Source: an optimization exercise on an open RTL-to-GDS flow (aim: small area and a short achievable clock period). Production flows keep margins and buffers that such runs may drop. Where RTL was checked, it was by simulation tests only, not by an equivalence proof against the original. For run 4, only the layout was checked, not whether the RTL still works. Power and IR drop assume default switching activity.

--- flow/config.mk ---
export PLATFORM = sky130hd
export DESIGN_NAME = fir_transpose_nom
export DESIGN_NICKNAME = fir_transpose_nom
export VERILOG_FILES = /design/flow/design.v
export SDC_FILE = /design/flow/constraint.sdc
export NUM_CORES = 4
export LEC_CHECK = 0
export CAP_MARGIN = 20
export CORE_MARGIN = 2
export CORE_UTILIZATION = 40
export SLEW_MARGIN = 20
--- flow/constraint.sdc ---
create_clock -name core_clock -period 6.0 [get_ports {clk}]
set_input_delay 1.2000 -clock core_clock [delete_from_list [all_inputs] [get_ports {clk}]]
set_output_delay 1.2000 -clock core_clock [all_outputs]
set_load 0.01 [all_outputs]
--- flow/design.v ---
module mult (
    input  [4:0] x,
    input  [4:0] c,
    input  [4:0] s,
    output [5:0] t
);
    wire p0 = (x[0] & c[0]);
    wire p1 = (x[0] & c[1]);
    wire p2 = (x[1] & c[0]);
    wire p3 = (x[0] & c[2]);
    wire p4 = (x[1] & c[1]);
    wire p5 = (x[2] & c[0]);
    wire p6 = (x[0] & c[3]);
    wire p7 = (x[1] & c[2]);
    wire p8 = (x[2] & c[1]);
    wire p9 = (x[3] & c[0]);
    wire p10 = (x[1] & c[3]);
    wire p11 = (x[2] & c[2]);
    wire p12 = (x[3] & c[1]);
    wire p13 = ~(x[4] & c[0]);
    wire p14 = ~(x[0] & c[4]);
    wire p15 = s[0];
    wire p16 = (x[2] & c[3]);
    wire p17 = (x[3] & c[2]);
    wire p18 = ~(x[4] & c[1]);
    wire p19 = ~(x[1] & c[4]);
    wire p20 = s[1];
    wire p21 = (x[3] & c[3]);
    wire p22 = ~(x[4] & c[2]);
    wire p23 = ~(x[2] & c[4]);
    wire p24 = s[2];
    wire p25 = ~(x[4] & c[3]);
    wire p26 = ~(x[3] & c[4]);
    wire p27 = s[3];
    wire p28 = (x[4] & c[4]);
    wire p29 = ~s[4];
    wire s30 = p3 ^ p4 ^ p5;
    wire c31 = (p3 & p4) | (p3 & p5) | (p4 & p5);
    wire s32 = p6 ^ p7 ^ p8;
    wire c33 = (p6 & p7) | (p6 & p8) | (p7 & p8);
    wire s34 = p10 ^ p11 ^ p12;
    wire c35 = (p10 & p11) | (p10 & p12) | (p11 & p12);
    wire s36 = p13 ^ p14 ^ p15;
    wire c37 = (p13 & p14) | (p13 & p15) | (p14 & p15);
    wire s38 = p16 ^ p17 ^ p18;
    wire c39 = (p16 & p17) | (p16 & p18) | (p17 & p18);
    wire s40 = p19 ^ p20 ^ 1'b1;
    wire c41 = (p19 & p20) | (p19 & 1'b1) | (p20 & 1'b1);
    wire s42 = p21 ^ p22 ^ p23;
    wire c43 = (p21 & p22) | (p21 & p23) | (p22 & p23);
    wire s44 = p25 ^ p26 ^ p27;
    wire c45 = (p25 & p26) | (p25 & p27) | (p26 & p27);
    wire s46 = p28 ^ p29 ^ 1'b1;
    wire c47 = (p28 & p29) | (p28 & 1'b1) | (p29 & 1'b1);
    wire s48 = c31 ^ s32 ^ p9;
    wire c49 = (c31 & s32) | (c31 & p9) | (s32 & p9);
    wire s50 = c33 ^ s34 ^ s36;
    wire c51 = (c33 & s34) | (c33 & s36) | (s34 & s36);
    wire s52 = c35 ^ c37 ^ s38;
    wire c53 = (c35 & c37) | (c35 & s38) | (c37 & s38);
    wire s54 = c39 ^ c41 ^ s42;
    wire c55 = (c39 & c41) | (c39 & s42) | (c41 & s42);
    wire s56 = c51 ^ s52 ^ s40;
    wire c57 = (c51 & s52) | (c51 & s40) | (s52 & s40);
    wire s58 = c53 ^ s54 ^ p24;
    wire c59 = (c53 & s54) | (c53 & p24) | (s54 & p24);
    wire s60 = c55 ^ c43 ^ s44;
    wire c61 = (c55 & c43) | (c55 & s44) | (c43 & s44);
    wire s62 = c61 ^ c45 ^ s46;
    wire c63 = (c61 & c45) | (c61 & s46) | (c45 & s46);
    wire c64 = p1 & p2;
    wire c65 = s30 & c64;
    wire c66 = s48 & c65;
    wire [5:0] ra = {c63, s62, c59, c57, s56, c49};
    wire [5:0] rb = {c47, 1'b0, s60, s58, 1'b0, s50};
    assign t = ra + rb + {5'b0, c66};
endmodule
module add_sat (
    input  [5:0] t,      
    input        flip,   
    output [4:0] out
);
    wire t5 = t[5] ^ flip;
    wire ovf = t5 ^ t[4];
    assign out = ovf ? {t5, {4{~t5}}} : t[4:0];
endmodule
module fir_transpose_nom #(
    parameter DATA_WIDTH      = 5,
    parameter TAP_COEFF_WIDTH = 5,
    parameter NUM_TAPS        = 50
)(
    input                               clk,
    input                               rst,
    input  signed [DATA_WIDTH-1:0]      in,
    output signed [DATA_WIDTH-1:0]      out,
    input  [NUM_TAPS*TAP_COEFF_WIDTH-1:0] tap_coeffs
);
logic [NUM_TAPS-1:0][4:0] part_next;
logic [NUM_TAPS-1:0][4:0] tap_out;
logic [4:0]               out_q;
wire                      x_min = in[4] & ~|in[3:0];
always @ (posedge clk or posedge rst) begin
    if (rst) begin
        out_q     <= '0;
        part_next <= '0;
    end
    else begin
        out_q     <= part_next[0];
        part_next <= tap_out;
    end
end
assign out = out_q;
genvar i;
for (i=0; i<NUM_TAPS; i=i+1) begin: tap
    wire [4:0] c = tap_coeffs[5*i +: 5];
    wire [4:0] s = (i == NUM_TAPS-1) ? 5'b0 : part_next[(i+1)%NUM_TAPS];
    wire [5:0] t;
    mult mult (.x(in), .c(c), .s(s), .t(t));
    add_sat add_sat (.t(t), .flip(x_min & c[4] & ~|c[3:0]), .out(tap_out[i]));
end
endmodule
--- flow/run.sh ---
#!/bin/bash
# synth_recipe.tcl (not shown) runs the flow's synth.tcl, then flattens the netlist and writes it again
# the make line also repeats each setting of config.mk as NAME=value (left out here)
make -C /OpenROAD-flow-scripts/flow DESIGN_CONFIG=/design/flow/config.mk WORK_HOME=/design/flow/orfs CLKGATE_MAP_FILE= SYNTH_SCRIPT=/design/flow/synth_recipe.tcl finish
==> results of run 1 <==
worst max-delay path: stages:
cell and delay [ns]:
clkbuf_8 0.42, buf_4 0.34, nand2_1 0.11, fa_1 0.50, fa_1 0.48, inv_1 0.05, fa_1 0.43, ha_1 0.36
and4b_1 0.23, o21ai_0 0.21, xnor3_1 0.46, or2_4 0.28, a21oi_1 0.14
layer usage:
metal,vias to the layer above,track usage (%)
li1,14465,-
met1,15638,27.1
met2,454,32.7
met3,127,2.93
met4,22,5.21
met5,-,0
metrics by stage:
stage / std cells / instance area (sq um)
after global placement: 6243 / 48400
after global routing: 6329 / 49800
after detailed placement: 6243 / 48400
final: 6332 / 49800
after CTS: 6318 / 49700
after floorplan: 4639 / 43900
cells by family after synthesis:
kind of cell	after synthesis	share of synthesized area [%]
and+or+nand+nor	1529	20.1
buffers and inverters	1189	10.3
adders and majority gates	1069	44.0
AOI/OAI and AO/OA	343	4.47
DFF	255	14.5
xor gates and xnor gates	254	6.53
how the worst max path moves through the flow:
stage	to	slack [ns]	cells past startpoint	from
2_1_floorplan	part_next[220]	0.84	15	in[4]
3_3_place_gp	part_next[97]	0.73	14	in[4]
3_5_place_dp	part_next[26]	0.65	13	in[3]
4_1_cts	part_next[81]	1.28	13	in[3]
5_1_grt	part_next[81]	1.05	13	in[3]
6_report	part_next[26]	1.25	13	in[3]
flip-flops by register name (all words and copies together), names as in the netlist:
name and flops:
part_next 250, out_q 5
power groups by stage:
stage / logic (mW) / clock network, mW / registers (mW)
5_1_grt: 22.8 / 2.54 / 3.65
3_5_place_dp: 19.7 / 0 / 3.58
6_report: 19.7 / 2.38 / 3.54
2_1_floorplan: 15.8 / 0 / 3.43
4_1_cts: 20.0 / 2.48 / 3.57
3_3_place_gp: 19.4 / 0 / 3.60
synthesized netlist by cell type, types with 20 or more instances:
cell | count | area (sq um)
or2_1 | 25 | 156
nor4_2 | 20 | 250
xnor2_1 | 111 | 972
xnor3_1 | 45 | 1010
clkbuf_1 | 122 | 458
dfrtp_1 | 255 | 6380
and2_1 | 684 | 4280
nand2_1 | 499 | 1870
ha_1 | 251 | 3140
o21ai_0 | 62 | 310
nand4b_1 | 42 | 368
or4b_2 | 44 | 440
nor2_1 | 52 | 195
nand3_1 | 42 | 210
a21boi_0 | 47 | 353
a21oi_1 | 141 | 706
xor2_1 | 95 | 832
nand4_1 | 60 | 375
maj3_1 | 21 | 210
inv_1 | 1050 | 3940
o21ai_1 | 21 | 105
fa_1 | 797 | 16000
a31oi_1 | 52 | 325
layout make-up:
class / instances / area [sq um]
multi-input combinational: 3195 / 33000
sequential: 255 / 6380
clock buffer: 58 / 1230
antenna: 14 / 35.0
fill: 10375 / 59100
inverter: 1050 / 3950
tap: 1414 / 1770
clock inverter: 17 / 93.8
timing repair buffer: 329 / 3320
==> flow_metrics.tcl, run 1 <==
set metrics [dict create \
    p_int_mw 13.7 \
    critPathArrivalTime_ns 5.26 \
    final_common_cell "inv_1" \
    insertion_delay_ns 0.61 \
    setup_viol 0 \
    worstPathRequired_ns 6.51 \
    hpwl_mm 80.6 \
    cts_resized 0 \
    start_util_pct 40.3 \
    drt_iter0_drc 1148 \
    holdPathStages 0 \
    wl_per_cell_um 16.7 \
    fin_util_pct 45.7 \
    boundaryPins 262 \
    clockBufferDepth 3 \
    most-common-layout-cells "inv_1 (1049), fa_1 (797), and2_1 (683), nand2_1 (499), clkdlybuf4s50_1 (256)" \
    synth_area_sq_um 43900 \
    pre_cts_ws_ns 0.646 \
    grt_overflow_total 0 \
    p_seq_share_pct 13.8 \
    antenna_found_initial 24 \
    finalWorstSetupSlack_ns 1.25 \
    final.period_utilization_pct 79.2 \
    htreeDepth 2 \
    die_area_sq_um 112000 \
    synth_flop_cell "dfrtp_1" \
    clock_skew_ns 0.0226 \
    seq_area_frac_synth_pct 14.5 \
    timing.fmax_mhz 211 \
    viasPerCell 4.85 \
    syn-num-nets 5944 \
    root_buffer "clkbuf_16" \
    die_h_um 335 \
    grt_pass1_vias 33190 \
    routed.top_layer "met5" \
    grt_pass1_wl_mm 177 \
    reg2reg_slack_ns 2.63 \
    gp_congestion 0.830 \
    area_delta_synth_final_pct 13.4 \
    finalHoldViolCount 0 \
    rsz0062_at_grt "false" \
    min_from "part_next[2]" \
    wl_mm 106 \
    ff2ff_path_depth 9 \
    die_width_um 335 \
    m1WireLength_mm 48.1 \
    leakage_nw 23.6 \
    num_rows 121 \
    syn_inst 4639 \
    yosysWarningCount 1 \
    synth_seq_cells 255 \
    portBuffers 261 \
    post-route-drc-count 0 \
    hold_class "reg2reg" \
    first_pass_iters 6 \
    drive_above_1_share_pct 5.42 \
    start_kind "primary input" \
    swShare_pct 46.7 \
    wl_met2_mm 50.6 \
    vias 30706 \
    synth.avg_cell_area_sq_um 9.46 \
    cts_num_sinks 255 \
    synth_edf_count 0 \
    cts_tree "yes" \
    p_per_area_nw_per_um2 516 \
    core_area_sq_um 109000 \
    dr_wl_met3_mm 4.60 \
    cap_viol_max_count 0 \
    holdWs_ns 0.344 \
    nets 6177 \
    period_needed_ns 4.75 \
    slew_viol_final 0 \
    synth_cell_types 41 \
    crit_path_end_kind "flop" \
    p_sw_mw 12.0 \
    grt_util_all_layers_pct 19.8 \
    worstMarginPinSlew_ns 1.14 \
    comb_power_share_pct 76.9 \
    fin_tns_setup_ns 0 \
    hold_buffers 0 \
    peakVddDrop_mv 0.272 \
    post-cts-setup-buffers 0 \
    r2r-start "part_next[220]" \
    power_mw 25.7 \
    cts_buffers 41 \
    async_flop_share_pct 100 \
    grt_max_degree 102 \
    r2r_end "part_next[215]" \
    clockPowerShare_pct 9.3 \
    crit_type "in2reg" \
    hold_path_end "out_q[2]" \
    ant_nets 0 \
    cts.clk_slew.worst_paths_ns 0.05 \
    status "timing/DRC/antenna clean" \
    slew_headroom_pct 24.3 \
    cp_max_fo 59 \
]
==> run 2: changes to the inputs <==
--- a/flow/config.mk
+++ b/flow/config.mk
@@ -7,5 +7,6 @@
 export LEC_CHECK = 0
 export CAP_MARGIN = 20
 export CORE_MARGIN = 2
-export CORE_UTILIZATION = 40
+export CORE_UTILIZATION = 55
+export SETUP_SLACK_MARGIN = 3.0
 export SLEW_MARGIN = 20
==> run 2 against run 1 <==
  * Sequential power about the same
  * Clock-buffer cell count down 6
  * Synthesized cell count unchanged
  * Combinational power up 42%
  * Power up 33%
  * Largest cell class unchanged
  * Largest power group unchanged
  * Wire length up 17%
  * Highest routed layer unchanged
  * Still clean on timing, DRC and antenna
  * First-iteration DRC count up 29%
==> flow_metrics.tcl, run 2 <==
set metrics [dict create \
    p_sw_mw 15.1 \
    start_kind "primary input" \
    pre_cts_ws_ns 0.687 \
    r2r_end "part_next[243]" \
    p_int_mw 18.9 \
    reg.largest.list "part_next x250, out_q x5" \
    regMostFlops "part_next" \
    die_width_um 286 \
    cts.clk_slew.worst_paths_ns 0.06 \
    period_needed_ns 4.23 \
    r2r-start "part_next[245]" \
    grt_max_degree 118 \
    holdPathStages 0 \
    grt_overflow_total 0 \
    hold_path_end "out_q[0]" \
    final_cells 6170 \
    p_seq_share_pct 10.5 \
    cts_num_sinks 255 \
    clockPowerShare_pct 7.2 \
    critPathLaunch "in[4]" \
    gp_congestion 0.842 \
    comb_power_share_pct 82.3 \
    worstMarginPinSlew_ns 1.09 \
    grt_pass1_wl_mm 193 \
    timing.fmax_mhz 236 \
    regArea_sq_um 6380 \
    wl_per_cell_um 20.1 \
    die_h_um 286 \
    hold_buffers 0 \
    synth_seq_cells 255 \
    final_common_cell "inv_1" \
    final.period_utilization_pct 70.5 \
    ff2ff_path_depth 10 \
    num_rows 103 \
    yosysWarningCount 1 \
    p_per_area_nw_per_um2 620 \
    cts_buffers 37 \
    async_flop_share_pct 100 \
    post-route-drc-count 0 \
    n_fill_cell 6250 \
    power_mw 34.0 \
    ant_nets 0 \
    crit_path_end_kind "flop" \
    largest_reg_flops 250 \
    finalHoldViolCount 0 \
    syn-num-nets 5944 \
    cap_viol_max_count 0 \
    slowest_delay_ns 0.51 \
    drt_iter0_drc 1478 \
    nets 6379 \
    most-common-layout-cells "inv_1 (972), fa_1 (679), and2_1 (582), nand2_1 (480), dfrtp_1 (255)" \
    multiInputGateArea_sq_um 35700 \
    root_buffer "clkbuf_16" \
    synth_top_area_share_pct 36.4 \
    clockBufferDepth 3 \
    synth.avg_cell_area_sq_um 9.46 \
    yosysMostFrequentCell "inv_1" \
    seq_area_frac_synth_pct 14.5 \
    worstPathRequired_ns 6.50 \
    slew_headroom_pct 27.6 \
    die_area_sq_um 82000 \
    hold_class "reg2reg" \
    finalWorstSetupSlack_ns 1.77 \
    swShare_pct 44.5 \
    place_inst 5857 \
    leakage_nw 25.9 \
    antenna_found_initial 32 \
    reg2reg_slack_ns 2.88 \
    synth_edf_count 0 \
    cp_max_fo 5 \
    synth_area_sq_um 43900 \
    crit_buf_inv 5 \
    boundaryPins 262 \
    crit_top_cell "fa_1" \
    synth_flop_cell "dfrtp_1" \
    portBuffers 261 \
    start_util_pct 55.5 \
    vias 32921 \
    slowest_stage "fa_1" \
    peakVddDrop_mv 0.637 \
    grt_util_all_layers_pct 30.6 \
    core_area_sq_um 79000 \
    synth_area_leader_cell "fa_1" \
    cts_tree "yes" \
    crit_family "adder cells" \
    wl_mm 124 \
    synth_area_leaders "fa_1 (36%), dfrtp_1 (15%), and2_1 (9.8%)" \
    rsz0062_at_grt "true" \
    synth_cell_types 41 \
    crit_type "in2reg" \
    grt_pass1_vias 35070 \
    area_delta_synth_final_pct 25.0 \
    status "timing/DRC/antenna clean" \
    fin_tns_setup_ns 0 \
    syn_inst 4639 \
    hpwl_mm 77.1 \
    min_from "part_next[0]" \
    worstPathCellList "clkbuf_16, buf_16, clkbuf_16, buf_12, and2_4, fa_1, fa_1, inv_1, fa_1, ha_4, nand4b_1, a21boi_1, xnor3_1, or2_4, a21oi_2" \
    viasPerCell 5.34 \
    critPathArrivalTime_ns 4.73 \
    setup_viol 0 \
    ys_top_cells_by_count "inv_1 (1050), fa_1 (797), and2_1 (684), nand2_1 (499), dfrtp_1 (255)" \
    slew_viol_final 0 \
    clock_skew_ns 0.0307 \
    drive_above_1_share_pct 22.2 \
    insertion_delay_ns 0.58 \
    first_pass_iters 5 \
    htreeDepth 2 \
]
run 2: layout make-up:
cell class                 count  share of cell area (%)
antenna                       20                  0.0913
timing repair buffer         534                    11.1
clock buffer                  52                    1.94
inverter                    1050                    7.20
clock inverter                13                   0.463
multi-input combinational   3196                    65.1
tap                         1050                    2.40
sequential                   255                    11.6
run 2: power groups by stage:
| stage | clock [mW] | sequential (mW) | combinational (mW) |
|---|---|---|---|
| after global routing | 2.56 | 3.65 | 31.0 |
| after global placement | 0 | 3.59 | 21.2 |
| final | 2.46 | 3.56 | 28.0 |
| after detailed placement | 0 | 3.57 | 21.5 |
| after floorplan | 0 | 3.43 | 17.5 |
| after CTS | 2.51 | 3.57 | 24.7 |
run 2: cell families (layout without fill, tap and decap cells):
logic type               after synthesis  count (layout)  share of synthesized area [%]
AO/OA/AOI/OAI                        343             343                           4.47
flip-flops                           255             255                           14.5
buffers and inverters               1189            1649                           10.3
XOR/XNOR                             254             254                           6.53
AND/OR/NAND/NOR                     1529            1530                           20.1
adder cells (fa/ha/maj)             1069            1069                           44.0
other                                  0              20                              0
run 2: metal layers:
layer | track usage, % | up-vias | wire length [um]
li1 | - | 14918 | -
met5 | 0.0581 | - | 123
met1 | 40.8 | 16962 | 52100
met2 | 51.8 | 817 | 61100
met3 | 5.07 | 206 | 7010
met4 | 8.00 | 18 | 3780
run 2: metrics by stage:
| stage | utilization, % | hold WS, ns | instance area, sq um |
|---|---|---|---|
| 3_3_place_gp | 61.6 | 0.334 | 48700 |
| 4_1_cts | 66.7 | 0.351 | 52700 |
| 3_5_place_dp | 61.6 | 0.338 | 48700 |
| 5_1_grt | 69.4 | 0.363 | 54800 |
| 6_report | 69.4 | 0.349 | 54800 |
| 2_1_floorplan | - | 0.331 | 45300 |
run 2: repair_timing:
item                       4_1_cts  5_1_grt
pin swaps                      195      300
buffers inserted               112       65
setup endpoints to repair      250      250
hold endpoints to repair         0        0
cloned                          37       14
gates resized for setup        489      444
run 2: worst max path at each step:
stage | end | slack, ns | cells past startpoint
global placement | part_next[145] | 0.76 | 13
detailed placement | part_next[140] | 0.69 | 13
floorplan | out_q[0] | 1.44 | 1
global route | part_next[50] | 1.71 | 17
finish | part_next[178] | 1.77 | 15
CTS | part_next[225] | 1.89 | 15
==> run 3: changes to the inputs <==
--- a/flow/config.mk
+++ b/flow/config.mk
@@ -7,6 +7,6 @@
 export LEC_CHECK = 0
 export CAP_MARGIN = 20
 export CORE_MARGIN = 2
-export CORE_UTILIZATION = 55
-export SETUP_SLACK_MARGIN = 3.0
+export CORE_UTILIZATION = 60
+export SETUP_SLACK_MARGIN = 2.5
 export SLEW_MARGIN = 20
==> run 3 against run 2 <==
  * Area after synthesis is the same
  * Combinational power grew 2%
  * Sequential share of layout area shrank 0.093 points
  * Clock skew shrank 0.0043 ns
  * Highest routed layer unchanged
  * Utilization grew 6.6 points
  * Die area shrank 8.2%
  * Still clean
==> flow_metrics.tcl, run 3 <==
set metrics [dict create \
    status "timing/DRC/antenna clean" \
    peakVddDrop_mv 0.768 \
    synth_seq_cells 255 \
    p_sw_mw 15.6 \
    nets 6381 \
    hpwl_mm 76.2 \
    seq_area_frac_synth_pct 14.5 \
    pre_cts_ws_ns 0.817 \
    portBuffers 261 \
    synth_compound_area_share_pct 4.47 \
    grt_pass1_wl_mm 196 \
    comb_power_share_pct 83.1 \
    wl_mm 128 \
    first_pass_iters 5 \
    grt_pass1_vias 35446 \
    clock_skew_ns 0.0264 \
    regArea_sq_um 6380 \
    synth_area_leader_cell "fa_1" \
    synth_edf_count 0 \
    place_inst 5759 \
    gp_congestion 0.851 \
    grt_max_degree 101 \
    multiInputGateArea_sq_um 35900 \
    antenna_found_initial 30 \
    synth_area_sq_um 43900 \
    p_seq_share_pct 10.4 \
    ant_nets 0 \
    synth_xor_area_share_pct 6.53 \
    ys_top_cells_by_count "inv_1 (1050), fa_1 (797), and2_1 (684), nand2_1 (499), dfrtp_1 (255)" \
    timing.fmax_mhz 242 \
    final_common_cell "inv_1" \
    cts_buffers 36 \
    yosysWarningCount 1 \
    worstMarginPinSlew_ns 0.988 \
    clockPowerShare_pct 6.5 \
    final.period_utilization_pct 68.9 \
    start_util_pct 60.3 \
    drt_iter0_drc 2010 \
    yosys.area_share.simple_pct 20.1 \
    yosysMostFrequentCell "inv_1" \
    viasPerCell 5.55 \
    boundaryPins 262 \
    worstPathRequired_ns 6.47 \
    p_int_mw 18.9 \
    yosys.area_share.adder_pct 44.0 \
    hold_buffers 0 \
    htreeDepth 2 \
    period_needed_ns 4.13 \
    power_mw 34.5 \
    fin_tns_setup_ns 0 \
    async_flop_share_pct 100 \
    synth.avg_cell_area_sq_um 9.46 \
    drive_above_1_share_pct 23.9 \
    num_rows 99 \
    synth_flop_cell "dfrtp_1" \
    largest_reg_flops 250 \
    synth_top_family_by_area "adder cells" \
    n_fill_cell 5139 \
    cts_num_sinks 255 \
    insertion_delay_ns 0.56 \
    wl_per_cell_um 21.0 \
    clockBufferDepth 3 \
    cp_max_fo 6 \
    syn-num-nets 5944 \
    die_width_um 274 \
    p_per_area_nw_per_um2 624 \
    critPathArrivalTime_ns 4.60 \
    synth_area_leaders "fa_1 (36%), dfrtp_1 (15%), and2_1 (9.8%)" \
    die_area_sq_um 75300 \
    core_area_sq_um 72700 \
    start_kind "primary input" \
    hold_class "reg2reg" \
    reg.largest.list "part_next x250, out_q x5" \
    root_buffer "clkbuf_16" \
    slew_headroom_pct 34.1 \
    cts_tree "yes" \
    grt_overflow_total 0 \
    crit_path_end_kind "flop" \
    final_cells 6078 \
    post-route-drc-count 0 \
    finalHoldViolCount 0 \
    cts.clk_slew.worst_paths_ns 0.06 \
    rsz0062_at_grt "true" \
    slew_viol_final 0 \
    vias 33712 \
    synth_top_area_share_pct 36.4 \
    synth_cell_types 41 \
    syn_inst 4639 \
    regMostFlops "part_next" \
    die_h_um 274 \
    area_delta_synth_final_pct 26.0 \
    leakage_nw 26.1 \
    synthMuxAreaShare_pct 0 \
    finalWorstSetupSlack_ns 1.87 \
    most-common-layout-cells "inv_1 (961), fa_1 (663), and2_1 (564), nand2_1 (471), dfrtp_1 (255)" \
    setup_viol 0 \
    crit_type "in2reg" \
    cap_viol_max_count 0 \
    grt_util_all_layers_pct 34.0 \
    swShare_pct 45.2 \
]
## run 3: layout make-up
| type | count | area share (%) |
|---|---|---|
| Timing Repair Buffer | 538 | 12.0 |
| Inverter | 1050 | 7.14 |
| Multi-Input combinational cell | 3195 | 64.9 |
| Clock inverter | 15 | 0.385 |
| Sequential cell | 255 | 11.5 |
| Antenna cell | 21 | 0.0951 |
| Tap cell | 959 | 2.17 |
| Clock buffer | 45 | 1.78 |
## run 3: metal layers
layer	share of wire (%)	track usage (%)	up-vias
met4	3.5	10.2	14
met2	49	57.7	1047
met5	0.066	0	-
li1	-	-	14947
met3	6.4	5.14	277
met1	41	45.5	17427
## run 3: cell families (layout without fill, tap and decap cells)
group           count (synthesis)  in the layout
other cells                     0             21
compound gates                343            343
flops                         255            255
xor+xnor                      254            254
buf+inv                      1189           1648
simple gates                 1529           1529
fa+ha+maj                    1069           1069
## run 3: worst max-delay path, stage by stage
cell,delay (ns)
clkbuf_16,0.15
buf_12,0.16
buf_16,0.15
and2_4,0.14
fa_1,0.46
fa_2,0.55
inv_2,0.04
fa_1,0.48
ha_4,0.29
nand4b_1,0.10
a21boi_1,0.17
xnor3_1,0.28
or2_4,0.28
a21oi_2,0.14
## run 3: path summary, 6_finish.rpt
kind / end / slack [ns] / depth (start not counted) / start
max in group asynchronous: part_next[137] / 3.73 / 3 / rst
min reg2reg: out_q[0] / 0.35 / 0 / part_next[0]
max reg2reg: part_next[212] / 2.79 / 10 / part_next[215]
max: part_next[85] / 1.87 / 14 / in[4]
min: out_q[0] / 0.35 / 0 / part_next[0]
min in group asynchronous: part_next[19] / 1.06 / 2 / rst
## run 3: metrics by stage
stage	utilization (%)	area, sq um	hold WS (ns)
6_report	76.0	55300	0.348
5_1_grt	76.0	55200	0.355
4_1_cts	73.6	53500	0.349
3_5_place_dp	66.7	48500	0.340
3_3_place_gp	66.7	48500	0.333
2_1_floorplan	-	45300	0.331
## run 3: power by group through the flow
stage               Combinational, mW  Clock (mW)  Sequential (mW)
finish                           28.6        2.25             3.58
global route                     31.5        2.35             3.66
CTS                              25.1        2.29             3.58
detailed placement               21.6           0             3.59
global placement                 21.2           0             3.59
floorplan                        17.5           0             3.43
## run 3: timing repair
item	in CTS	in global routing
pin swaps	234	266
resized for setup	667	394
endpoints found under the setup margin	250	250
gates cloned	56	15
buffers inserted	129	38
==> run 4: changes to the inputs <==
--- a/flow/design.v
+++ b/flow/design.v
@@ -95,27 +95,30 @@
     output signed [DATA_WIDTH-1:0]      out,
     input  [NUM_TAPS*TAP_COEFF_WIDTH-1:0] tap_coeffs
 );
-logic [NUM_TAPS-1:0][4:0] part_next;
+logic [4:0]               in_flopped;
+logic [NUM_TAPS-1:0][4:0] tap_coeffs_flopped;
+logic [NUM_TAPS-1:0][4:0] part_flopped;
 logic [NUM_TAPS-1:0][4:0] tap_out;
-logic [4:0]               out_q;
-wire                      x_min = in[4] & ~|in[3:0];
+wire                      x_min = in_flopped[4] & ~|in_flopped[3:0];
 always @ (posedge clk or posedge rst) begin
     if (rst) begin
-        out_q     <= '0;
-        part_next <= '0;
+        in_flopped   <= '0;
+        part_flopped <= '0;
     end
     else begin
-        out_q     <= part_next[0];
-        part_next <= tap_out;
+        in_flopped   <= in;
+        part_flopped <= tap_out;
     end
 end
-assign out = out_q;
+always @ (posedge clk)
+    tap_coeffs_flopped <= tap_coeffs;
+assign out = part_flopped[0];
 genvar i;
 for (i=0; i<NUM_TAPS; i=i+1) begin: tap
-    wire [4:0] c = tap_coeffs[5*i +: 5];
-    wire [4:0] s = (i == NUM_TAPS-1) ? 5'b0 : part_next[(i+1)%NUM_TAPS];
+    wire [4:0] c = tap_coeffs_flopped[i];
+    wire [4:0] s = (i == NUM_TAPS-1) ? 5'b0 : part_flopped[(i+1)%NUM_TAPS];
     wire [5:0] t;
-    mult mult (.x(in), .c(c), .s(s), .t(t));
+    mult mult (.x(in_flopped), .c(c), .s(s), .t(t));
     add_sat add_sat (.t(t), .flip(x_min & c[4] & ~|c[3:0]), .out(tap_out[i]));
 end
 endmodule
--- a/flow/config.mk
+++ b/flow/config.mk
@@ -7,6 +7,5 @@
 export LEC_CHECK = 0
 export CAP_MARGIN = 20
 export CORE_MARGIN = 2
-export CORE_UTILIZATION = 60
-export SETUP_SLACK_MARGIN = 2.5
+export CORE_UTILIZATION = 40
 export SLEW_MARGIN = 20
==> run 4 against run 3 <==
  * Clock-buffer cell count increased by 54
  * Global-route usage decreased by 15 points
  * Sequential power increased by 53%
  * Flip-flop and latch count increased by 250
  * First-iteration DRC count decreased by 34%
  * Wire length decreased by 11%
  * Power decreased by 15%
  * Non-clock buffer count decreased by 240
  * Critical path type is now reg2reg
  * Via count decreased by 3.3%
  * Clock power increased by 83%
  * Still clean
  * Register-to-register slack got worse by 1.5 ns
  * Utilization decreased by 30 points
  * Largest power group unchanged
==> flow_metrics.tcl, run 4 <==
set metrics [dict create \
    synth_cell_types 43 \
    num_rows 128 \
    start_kind "flop" \
    clockBufferDepth 3 \
    yosysWarningCount 1 \
    synth_top_area_share_pct 32.6 \
    yosysMostFrequentCell "inv_1" \
    first_pass_iters 5 \
    crit_path_end_kind "flop" \
    comb_power_share_pct 67.1 \
    peakVddDrop_mv 0.267 \
    hold_buffers 0 \
    setup_viol 0 \
    critPathArrivalTime_ns 5.25 \
    post-cts-setup-buffers 0 \
    cts_tree "yes" \
    yosys.area_share.adder_pct 39.2 \
    clock_skew_ns 0.0230 \
    async_flop_share_pct 50.5 \
    drive_above_1_share_pct 5.41 \
    crit_top_cell "fa_1" \
    synth_area_leader_cell "fa_1" \
    die_area_sq_um 125000 \
    worstMarginPinSlew_ns 0.985 \
    swShare_pct 43.7 \
    rsz0062_at_grt "false" \
    p_seq_share_pct 18.8 \
    hpwl_mm 83.7 \
    synth.avg_cell_area_sq_um 10.0 \
    insertion_delay_ns 0.66 \
    antenna_found_initial 6 \
    grt_pass1_wl_mm 191 \
    grt_util_all_layers_pct 19.2 \
    wl_per_cell_um 16.6 \
    boundaryPins 262 \
    ys_top_cells_by_count "inv_1 (1046), fa_1 (797), and2_1 (693), nand2_1 (502), dfrtp_1 (255)" \
    pre_cts_ws_ns 1.35 \
    status "timing/DRC/antenna clean" \
    synth_area_leaders "fa_1 (33%), dfrtp_1 (13%), dfxtp_1 (10%)" \
    synth_seq_cells 505 \
    yosys.area_share.simple_pct 18.3 \
    cts_num_sinks 505 \
    die_h_um 354 \
    crit_family "adder cells" \
    cap_viol_max_count 0 \
    root_buffer "clkbuf_16" \
    crit_type "reg2reg" \
    gp_congestion 0.831 \
    viasPerCell 4.79 \
    final.period_utilization_pct 78.0 \
    portBuffers 261 \
    timing.fmax_mhz 214 \
    post-route-drc-count 0 \
    synth_edf_count 0 \
    finalHoldViolCount 0 \
    synth_top_family_by_area "adder cells" \
    grt_pass1_vias 36164 \
    syn_inst 4893 \
    final_common_cell "inv_1" \
    most-common-layout-cells "inv_1 (1045), fa_1 (797), and2_1 (692), nand2_1 (502), clkdlybuf4s50_1 (261)" \
    hold_class "reg2reg" \
    grt_max_degree 155 \
    core_area_sq_um 122000 \
    wl_mm 113 \
    synth_flop_cell "dfrtp_1" \
    crit_buf_inv 2 \
    ant_nets 0 \
    htreeDepth 3 \
    slew_viol_final 0 \
    synth_xor_area_share_pct 5.87 \
    nets 6422 \
    finalWorstSetupSlack_ns 1.32 \
    worstPathRequired_ns 6.57 \
    cts_buffers 68 \
    seq_area_frac_synth_pct 23.3 \
    fin_util_pct 45.9 \
    area_delta_synth_final_pct 13.9 \
    period_needed_ns 4.68 \
    start_util_pct 40.3 \
    synthMuxAreaShare_pct 0 \
    die_width_um 354 \
    slowest_delay_ns 0.85 \
    vias 32606 \
    leakage_nw 25.9 \
    cp_max_fo 79 \
    worstPathCellList "buf_12, and2_1, fa_1, fa_1, inv_1, fa_1, ha_1, nand4b_1, a21boi_0, xnor3_1, or2_4, a21oi_1" \
    p_int_mw 16.4 \
    synth_area_sq_um 49000 \
    cts.clk_slew.worst_paths_ns 0.06 \
    slew_headroom_pct 34.3 \
    p_sw_mw 12.8 \
    synth_compound_area_share_pct 4.09 \
    grt_overflow_total 0 \
    reg.largest.list "part_flopped x250, tap_coeffs_flopped x250, in_flopped x5" \
    cts_resized 0 \
    n_fill_cell 11453 \
    clockPowerShare_pct 14.1 \
    drt_iter0_drc 1334 \
    fin_tns_setup_ns 0 \
    slowest_stage "dfrtp_4" \
    multiInputGateArea_sq_um 33000 \
    p_per_area_nw_per_um2 524 \
    syn-num-nets 6198 \
    regArea_sq_um 11400 \
]
## run 4: cell types whose count changed in the layout (fill, tap and decap cells not counted), sizes merged, moves of 14 or more
cell and delta:
a21oi +21, buf -220, clkbuf +17, clkdlybuf4s15 -14, clkdlybuf4s50 +243, dfxtp +250, diode -16, dlygate4sd2 -182
dlymetal6s2s -17
## run 4: worst reg2reg max path, cell delays in order (launching register included)
cell and delay [ns]:
dfrtp_4 0.85, buf_12 0.43, and2_1 0.26, fa_1 0.42
fa_1 0.56, inv_1 0.05, fa_1 0.45, ha_1 0.36
nand4b_1 0.12, a21boi_0 0.21, xnor3_1 0.46, or2_4 0.26
a21oi_1 0.16
## run 4: power groups by stage
stage / Combinational (mW) / Clock, mW / Sequential (mW)
after floorplan: 15.9 / 0 / 5.27
after global placement: 19.2 / 0 / 5.58
after detailed placement: 19.6 / 0 / 5.56
after CTS: 19.9 / 4.27 / 5.51
after global routing: 22.8 / 4.40 / 5.61
final: 19.6 / 4.11 / 5.49
## run 4: final cells by class
| type | instances | area share, % |
|---|---|---|
| antenna | 5 | 0.0224 |
| clock buffer | 99 | 3.69 |
| sequential | 505 | 20.5 |
| timing repair buffer | 298 | 5.52 |
| clock inverter | 25 | 0.375 |
| tap | 1625 | 3.65 |
| multi-input combinational | 3198 | 59.2 |
| inverter | 1046 | 7.05 |
## run 4: path summary, 6_finish.rpt
check	from	to	slack [ns]	depth (start not counted)
min	tap_coeffs_flopped[61]	part_flopped[60]	0.72	3
max in group asynchronous	rst	in_flopped[2]	3.83	3
min reg2reg	tap_coeffs_flopped[61]	part_flopped[60]	0.72	3
max reg2reg	in_flopped[2]	part_flopped[106]	1.32	12
max	in_flopped[2]	part_flopped[106]	1.32	12
min in group asynchronous	rst	part_flopped[104]	0.90	2
## run 4: metrics by stage
| step | std cells | hold WS [ns] | instance area (sq um) | power, mW |
|---|---|---|---|---|
| floorplan | 4893 | 0.644 | 49000 | 21.2 |
| global placement | 6672 | 0.717 | 53500 | 24.8 |
| detailed placement | 6672 | 0.718 | 53500 | 25.2 |
| CTS | 6796 | 0.726 | 55700 | 29.6 |
| global route | 6798 | 0.772 | 55700 | 32.8 |
| finish | 6801 | 0.716 | 55700 | 29.2 |
## run 4: kinds of logic (layout without fill, tap and decap cells)
kind of cell	after synthesis	after routing
and+or+nand+nor	1543	1543
buffers and inverters	1190	1468
AOI/OAI and AO/OA	348	348
adders and majority gates	1056	1056
DFF	505	505
xor gates and xnor gates	251	251
other	0	5
## run 4: metal layers
metal / vias to the layer above / routed length [um] / track usage (%)
li1: 15241 / - / -
met1: 16700 / 51600 / 25.8
met2: 525 / 53800 / 31.7
met3: 140 / 5040 / 3.13
met4: 0 / 2690 / 5.85
met5: - / 0 / 0

## separate check: timing with driven ports
The flow's constraints put no driver on any port. The routed layouts listed below were extracted and timed again, unchanged, in two steps.
Step 1 sets driving cells, clkbuf_16 on the clock port and buf_2 on the other inputs (assumed; they add their load-dependent delay and slew).
Step 2 times the ports against the registers' clock, not the clock port: input delays grow and output delays shrink by t, the midpoint of the rising clock arrivals with the driver on.
Three values: ideal, step 1, step 2; two values: the first two.
| run | t (ns) | setup WS [ns] | hold slack, ns | worst setup path after step 2 | slew at the worst register clock pin (ns) |
|---|---|---|---|---|---|
| run 1 | 0.659 | 1.250 / 1.278 / 0.619 | 0.344 / 0.344 / 0.344 | input to register | 0.06 / 0.06 |
| run 2 | 0.633 | 1.769 / 1.681 / 1.048 | 0.349 / 0.349 / 0.349 | input to register | 0.06 / 0.06 |
| run 3 | 0.617 | 1.868 / 1.422 / 0.806 | 0.348 / 0.348 / 0.348 | input to register | 0.06 / 0.06 |
| run 4 | 0.727 | 1.318 / 1.318 / 1.318 | 0.716 / 0.716 / 0.716 | register to register | 0.07 / 0.07 |
After both steps every run listed still meets setup and hold. For run 3, which loses most, drivers alone change the setup slack by -0.446 ns; drivers and shift together by -1.062 ns.
